This design comes from an exercise in tuning for small area, a short achievable clock period and few clock cycles per item on the open sky130 flow, not from production work.
Function was checked by simulation only, so behaviour that the tests miss may differ from the original.

===== flow/config.mk =====
export PLATFORM = sky130hd
export DESIGN_NAME = execution_unit
export DESIGN_NICKNAME = execution_unit
export VERILOG_FILES = /design/flow/design.v
export SDC_FILE = /design/flow/constraint.sdc
export NUM_CORES = 4
export LEC_CHECK = 0
export CAP_MARGIN = 20
export CORE_MARGIN = 2
export CORE_UTILIZATION = 40
export SLEW_MARGIN = 20

===== flow/constraint.sdc =====
create_clock -name core_clock -period 10.0 [get_ports {clk}]
set_input_delay 2.0000 -clock core_clock [delete_from_list [all_inputs] [get_ports {clk}]]
set_output_delay 2.0000 -clock core_clock [all_outputs]
set_load 0.01 [all_outputs]

===== flow/design.v =====
typedef struct packed { logic req; logic [2:0] req_id; logic req_type; logic [63:0] req_data1; logic [63:0] req_data2;} req_pkt_type;
typedef struct packed { logic rsp; logic [2:0] rsp_id; logic [63:0] rsp_data;} rsp_pkt_type;
module execution_unit (
input logic clk,
input logic rst_b,
input logic req,
input logic [2:0] req_id,
input logic req_type,
input logic [63:0] req_data1,
input logic [63:0] req_data2,
output logic fifo_full,
output logic rsp,
output logic [2:0] rsp_id,
output logic [63:0] rsp_data );
req_pkt_type input_req;
rsp_pkt_type output_rsp;
assign input_req = {req, req_id, req_type, req_data1, req_data2};
assign rsp = output_rsp.rsp;
assign rsp_id = output_rsp.rsp_id;
assign rsp_data = output_rsp.rsp_data;
logic write_in, read;
req_pkt_type output_req;
logic mul_req, mul_rsp, mul_grant, mul_free;
logic [2:0] mul_req_id, mul_rsp_id;
logic [63:0] mul_rsp_data;
logic add_req, add_rsp, add_grant, add_free;
logic [2:0] add_req_id, add_rsp_id;
logic [63:0] add_rsp_data;
logic [1:0] rr_req;
logic [1:0] rr_grant;
assign write_in = input_req.req;
inp_fifo i_inp_fifo(.clk(clk), .rst_b(rst_b), .write_in(write_in), .read(read), .input_req(input_req), .output_req(output_req), .fifo_full(fifo_full));
assign read = output_req.req && (mul_req || add_req);
assign mul_req = output_req.req && (output_req.req_type == 1'b1) && mul_free;
mul i_mul (
.clk(clk), .rst_b(rst_b), 
.mul_req(mul_req),
.mul_req_id(output_req.req_id),
.mul_data1(output_req.req_data1),
.mul_data2(output_req.req_data2),
.grant(mul_grant),
.mul_rsp(mul_rsp),
.mul_rsp_id(mul_rsp_id),
.mul_rsp_data(mul_rsp_data),
.mul_free(mul_free)
);
assign add_req = output_req.req && (output_req.req_type == 1'b0) && add_free;
add i_add (
.clk(clk), .rst_b(rst_b), 
.add_req(add_req),
.add_req_id(output_req.req_id),
.add_data1(output_req.req_data1),
.add_data2(output_req.req_data2),
.grant(add_grant),
.add_rsp(add_rsp),
.add_rsp_id(add_rsp_id),
.add_rsp_data(add_rsp_data),
.add_free(add_free)
);
assign rr_req = {mul_rsp, add_rsp};
assign mul_grant = rr_grant[1];
assign add_grant = rr_grant[0];
assign rr_grant = {rr_req[1], rr_req[0] & ~rr_req[1]};
assign output_rsp.rsp = |rr_grant;
assign output_rsp.rsp_id = rr_grant[1] ? mul_rsp_id : rr_grant[0] ? add_rsp_id : '0;
assign output_rsp.rsp_data = rr_grant[1] ? mul_rsp_data : rr_grant[0] ? add_rsp_data : '0;
endmodule
module inp_fifo #(parameter DEPTH = 4, PTR_WIDTH = $clog2(DEPTH))
(
   input  logic   clk,
   input  logic   rst_b,
   input logic    write_in, 
   input logic    read, 
   input req_pkt_type input_req,  
   output req_pkt_type output_req,  
   output logic fifo_full   
);
logic fifo_empty;
logic [DEPTH-1:0][132:0] fifo_mem;  
logic [PTR_WIDTH-1 : 0] rd_ptr;
logic [PTR_WIDTH-1 : 0] wr_ptr;
logic [PTR_WIDTH : 0] count;
always_ff @(posedge clk or negedge rst_b)
begin
   if(~rst_b) begin
      wr_ptr     <= '0;       
      rd_ptr     <= '0;      
      count <= '0;
      fifo_mem <= '0;
   end else begin
   if(read) begin
         rd_ptr <= rd_ptr + 1'b1;                          
   end  
   if(write_in) begin
         fifo_mem[wr_ptr] <= input_req;              
         wr_ptr <= wr_ptr + 1'b1;           
   end
   if(read && !write_in) begin
	  count <= count - 1;
   end   
   else if(write_in && !read) begin
	  count <= count + 1;
   end   
   end
end   
assign output_req = !fifo_empty ? fifo_mem[rd_ptr] : '0;
assign fifo_empty = (count == 0) ? 1'b1 : 1'b0;                            
assign fifo_full = (count == DEPTH) ? 1'b1 : 1'b0;
endmodule
module add (
    input logic clk,
	input logic rst_b,
    input logic add_req,
	input logic [2:0] add_req_id,
	input logic [63:0] add_data1,
	input logic [63:0] add_data2,
	input logic grant,
	output logic add_rsp,
	output logic [2:0] add_rsp_id,
	output logic [63:0] add_rsp_data,
	output logic add_free
);
logic add_req_q;
logic [2:0] add_req_id_q;
logic [63:0] add_data1_q, add_data2_q;
logic add_rsp_prev;
logic [2:0] add_rsp_id_prev;
logic [64:0] add_rsp_data_prev;
always_ff @(posedge clk or negedge rst_b) begin
    if(!rst_b) begin
	    add_free <= 1'b1;
		add_rsp <= '0;
		add_rsp_id <= '0;
		add_rsp_data <= '0;
		add_rsp_prev <= '0;
		add_req_q <= '0;
	end else 
	begin
	    if(add_req) add_free <= 1'b0;
	    add_req_q <= add_req;
		add_req_id_q <= add_req_id;
		add_data1_q <= add_data1;
		add_data2_q <= add_data2;
		add_rsp_prev <= add_req_q;
		add_rsp_id_prev <= add_req_id_q;
		add_rsp_data_prev <= (add_data1_q + add_data2_q);
		if(grant) begin
		    add_free <= 1'b1;
			add_rsp <= 0;
			add_rsp_id <= '0;
			add_rsp_data <= '0;
		end else begin
			if(add_rsp_prev) begin
				add_rsp <= 1'b1;
				add_rsp_id <= add_rsp_id_prev;
				add_rsp_data <= add_rsp_data_prev[63:0];
			end
		end	
    end
end
endmodule
module mul (
    input logic clk,
	input logic rst_b,
    input logic mul_req,
	input logic [2:0] mul_req_id,
	input logic [63:0] mul_data1,
	input logic [63:0] mul_data2,
	input logic grant,
	output logic mul_rsp,
	output logic [2:0] mul_rsp_id,
	output logic [63:0] mul_rsp_data,
	output logic mul_free
);
logic mul_req_q;
logic [2:0] mul_req_id_q;
logic [63:0] mul_data1_q, mul_data2_q;
logic mul_req_q2;
logic [2:0] mul_req_id_q2;
logic [63:0] mul_data1_q2, mul_data2_q2;
logic mul_rsp_prev;
logic [2:0] mul_rsp_id_prev;
logic [128:0] mul_rsp_data_prev;
always_ff @(posedge clk or negedge rst_b) begin
    if(!rst_b) begin
	    mul_free <= 1'b1;
		mul_req_q <= '0;
		mul_req_q2 <= '0;
		mul_rsp <= '0;
		mul_rsp_id <= '0;
		mul_rsp_data <= '0;
		mul_rsp_prev <= '0;
	end else begin
	    if(mul_req) mul_free <= 1'b0;
	    mul_req_q <= mul_req;
		mul_req_id_q <= mul_req_id;
		mul_data1_q <= mul_data1;
		mul_data2_q <= mul_data2;
		mul_req_q2 <= mul_req_q;
		mul_req_id_q2 <= mul_req_id_q;
		mul_data1_q2 <= mul_data1_q;
		mul_data2_q2 <= mul_data2_q;
		mul_rsp_prev <= mul_req_q2;
		mul_rsp_id_prev <= mul_req_id_q2;
		mul_rsp_data_prev <= (mul_data1_q2 * mul_data2_q2);
		if(grant) begin
		    mul_free <= 1'b1;
			mul_rsp <= 0;
			mul_rsp_id <= '0;
			mul_rsp_data <= '0;
		end else begin
			if(mul_rsp_prev) begin
				mul_rsp <= 1'b1;
				mul_rsp_id <= mul_rsp_id_prev;
				mul_rsp_data <= mul_rsp_data_prev[63:0];
			end
		end	
    end
end
endmodule

===== flow/run.sh =====
#!/bin/bash
# synth_recipe.tcl (not shown) runs the flow's synth.tcl, then flattens the netlist and writes it again
# the make line also repeats each setting of config.mk as NAME=value (left out here)
make -C /OpenROAD-flow-scripts/flow DESIGN_CONFIG=/design/flow/config.mk WORK_HOME=/design/flow/orfs CLKGATE_MAP_FILE= SYNTH_SCRIPT=/design/flow/synth_recipe.tcl finish

==> summary.md <==
| Metric | Value |
|---|---|
| Reg2Reg Setup Slack | 0.34 ns |
| Slew margin rel. | 20.5% |
| Vias in the first global route | 78,700 |
| Wire per inst | 23.9 um |
| Synth warn | 3 |
| DR vias | 72,900 |
| H-Tree Depth | 3 |
| Req. time, crit path | 10.47 ns |
| Largest net degree at the start of global routing | 171 |
| DR DRC count | 0 |
| Unrepaired setup endpoints after global routing | no |
| GP Congestion | 0.986 |
| Antenna Nets Post-Route | 0 |
| CP Launch Type | flop |
| Reg2reg start | i_mul.mul_data1_q2[21] |
| CTS tree | yes |
| Gr usage total | 24.3% |
| FF+latch count, synth | 1,075 |
| Dpl cell area | 114,000 um^2 |
| Worst-path maximum fanout | 26 |
| I/O Pins | 204 |
| WP data arrival | 10.13 ns |
| Synth Cell Area | 108,000 um^2 |
| Setup crit end kind | flop |
| Layout area overhead | 8.78% |
| Initial Utilization | 40.2% |
| Fill cells | 25,000 |
| Synth unique cells | 74 |
| Syn_area_per_cell | 10.7 um^2 |
| Post-CTS Setup Bufs | 0 |
| Final Skew | 0.0293 ns |
| Fin area | 117,000 um^2 |
| CTS clk-pin slew, worst paths | 0.07 ns |
| CTS buffer count | 103 |
| GR Overflow Total | 0 |
| Reg-to-Reg End | i_mul.mul_rsp_data_prev[60] |
| Fin. Hold Viols | 0 |
| Drt initial violations | 6,191 |
| Setup CP Type | flop to flop |
| Final Max Tran Viols | 0 |
| Ratio of final minimum period to clock period | 96.6% |
| Storage cell area | 28,900 um^2 |
| Post-Syn Nets | 12,400 |
| Layout cell share with drive strength beyond 1 | 5.56% |
| Hold_buf cts | 0 |
| Root Driver | clkbuf_16 |
| Nets@finish | 12,300 |
| Max Root-Sink Buffers | 3 |
| Routed Wire Length | 325,000 um |
| Hold WC Path Type | flop to flop |
| Most frequent cells in the layout | inv_1, fa_1, nand2_1, and2_1, dfrtp_1 |
| Async S/R FF share, synth | 63.4% |
| Vias per cell | 5.36 |
| Hold WS | 0.340 ns |
| Clock sink total | 1,075 |
| R2R cell count | 25 |
| Setup violators final | 0 |
| Post-layout min period | 9.66 ns |
| Sequential-to-total area share from yosys stat | 26.8% |
| Core box area | 268,000 um^2 |
| Run status | complete, no violations |
| Chip Width | 523 um |
| Max Cap Viol | 0 |
| HP Start | i_mul.mul_req_q2 |
| Placed wire-length estimate | 253,000 um |
| First-pass GRT wire length | 504,000 um |
| IO Port Bufs | 203 |
| Synth Instances | 10,100 |
| Final TNS setup | 0 ns |
| Initial antenna violation count | 31 |
| Clk latency of the worst-skew pair | 0.74 ns |
| Multi-input logic area | 69,100 um^2 |
| Hold endpoint | i_mul.mul_rsp_prev |
| Synth Flop Type | dfrtp_1 |
| PostCTS Resize Cnt | 0 |
| TritonRoute pass-1 iters | 6 |
| Fmax | 104 MHz |
| Die Area | 273,000 um^2 |
| Die height | 523 um |
| Commonest non-fill, non-tap cell in the layout | inv_1 |
| Worst Hold Depth | 0 |
| Post-synth EDFFs | 393 |
| FP Rows | 190 |
| Actual slew at the worst max-slew pin | 1.19 ns |
[routing by layer]
layer  GRT usage [%]  wire, um
met3            3.80     24600
met4            7.00      9720
met1            35.8    145000
met5               0        83
met2            37.2    145000
[final cells by class]
class	count	area share (%)
antenna	16	0.0342
clock buffer	156	2.60
clock inverter	39	0.415
inverter	1938	6.21
multi-input combinational	6412	59.0
sequential	1075	24.7
tap	3552	3.80
timing repair buffer	415	3.29
[how the worst max path moves through the flow]
| stage | startpoint | to | slack (ns) | cells past startpoint |
|---|---|---|---|---|
| floorplan | i_mul.mul_data2_q2[4] | i_mul.mul_rsp_data_prev[61] | 1.53 | 30 |
| global placement | i_mul.mul_data1_q2[15] | i_mul.mul_rsp_data_prev[60] | 0.44 | 25 |
| detailed placement | i_mul.mul_data1_q2[21] | i_mul.mul_rsp_data_prev[60] | 0.40 | 25 |
| CTS | i_mul.mul_data1_q2[21] | i_mul.mul_rsp_data_prev[60] | 0.35 | 25 |
| global route | i_mul.mul_data2_q2[1] | i_mul.mul_rsp_data_prev[63] | 0.09 | 32 |
| finish | i_mul.mul_data1_q2[21] | i_mul.mul_rsp_data_prev[60] | 0.34 | 25 |
[cell families (layout without fill, tap and decap cells)]
| logic type | after synthesis | in the layout | share of synthesized area, % |
|---|---|---|---|
| and+or+nand+nor | 2671 | 2671 | 12.1 |
| buffers and inverters | 2600 | 2548 | 9.09 |
| adders and majority gates | 2212 | 2212 | 38.5 |
| DFF | 1075 | 1075 | 26.8 |
| AOI/OAI and AO/OA | 1016 | 1016 | 7.44 |
| muxes | 270 | 270 | 4.06 |
| xor gates and xnor gates | 243 | 243 | 1.98 |
| other | 0 | 16 | 0 |
[Yosys cell counts (56+ instances only)]
master | instances | area (um^2)
inv_1 | 1938 | 7270
fa_1 | 1833 | 36700
nand2_1 | 1246 | 4680
and2_1 | 941 | 5890
dfrtp_1 | 680 | 17000
clkbuf_1 | 620 | 2330
a22o_1 | 596 | 5220
edfxtp_1 | 393 | 11800
ha_1 | 379 | 4740
nor2_1 | 200 | 751
xnor2_1 | 187 | 1640
nor2b_1 | 149 | 932
mux2i_1 | 136 | 1360
a21oi_1 | 134 | 671
mux4_2 | 133 | 3000
o21ai_0 | 64 | 320
xor2_1 | 56 | 490
[flip-flops by register name, summed over array words and instances (netlist names), 2 cells and up]
register,cells
i_inp_fifo.fifo_mem,532
i_add.add_data2_q,64
i_add.add_rsp_data,64
i_add.add_rsp_data_prev,64
i_mul.mul_data1_q2,64
i_mul.mul_data1_q,64
i_mul.mul_data2_q2,64
i_mul.mul_rsp_data,64
i_mul.mul_rsp_data_prev,64
i_add.add_req_id_q,3
i_add.add_rsp_id,3
i_add.add_rsp_id_prev,3
i_inp_fifo.count,3
i_mul.mul_rsp_id,3
i_mul.mul_rsp_id_prev,3
i_inp_fifo.rd_ptr,2
i_inp_fifo.wr_ptr,2
[metrics by stage]
step / utilization, % / setup slack (ns) / std cells
floorplan: - / 1.53 / 10100
global placement: 42.4 / 0.441 / 13400
detailed placement: 42.4 / 0.403 / 13400
CTS: 43.7 / 0.355 / 13600
global route: 43.7 / 0.0932 / 13600
finish: 43.7 / 0.341 / 13600
[critical path: stages, from the launching register on]
cell,delay (ns)
edfxtp_1,0.89
buf_4,0.45
and2_1,0.22
fa_1,0.45
fa_1,0.50
fa_1,0.49
inv_1,0.05
fa_1,0.48
fa_1,0.56
inv_1,0.06
fa_1,0.50
inv_1,0.09
fa_1,0.55
inv_1,0.05
fa_1,0.46
fa_1,0.50
inv_1,0.06
fa_1,0.48
inv_1,0.05
ha_1,0.46
nand4_1,0.33
o41ai_4,0.90
a22oi_4,0.15
a211oi_2,0.34
or2_4,0.20
o311ai_2,0.09
Testbench counts, summed over its fixed seeds: cycles 52,462, items 16,000.

re-timing with driven ports:
No port has a modelled driver above. Below, the same layout with a new extraction and two added sets of constraints. Step 1, drivers: a clkbuf_16 drives clk and a buf_2 each remaining input, both assumed. Step 2 times the ports against the registers' clock, not the clock port: input delays grow and output delays shrink by t, the midpoint of the rising clock arrivals with the driver on. Three values: ideal, step 1, step 2; two values: the first two.
t, ns: 0.807
setup WS [ns]: 0.341 / 0.341 / 0.341
worst setup path after step 2: register to register
worst register clock-pin slew, ns: 0.08 / 0.08
pins driven straight from the clock port: 1
After both steps setup and hold are still met in this run. The setup slack of this run moves by 0.000 ns with the drivers and by 0.000 ns with both steps.
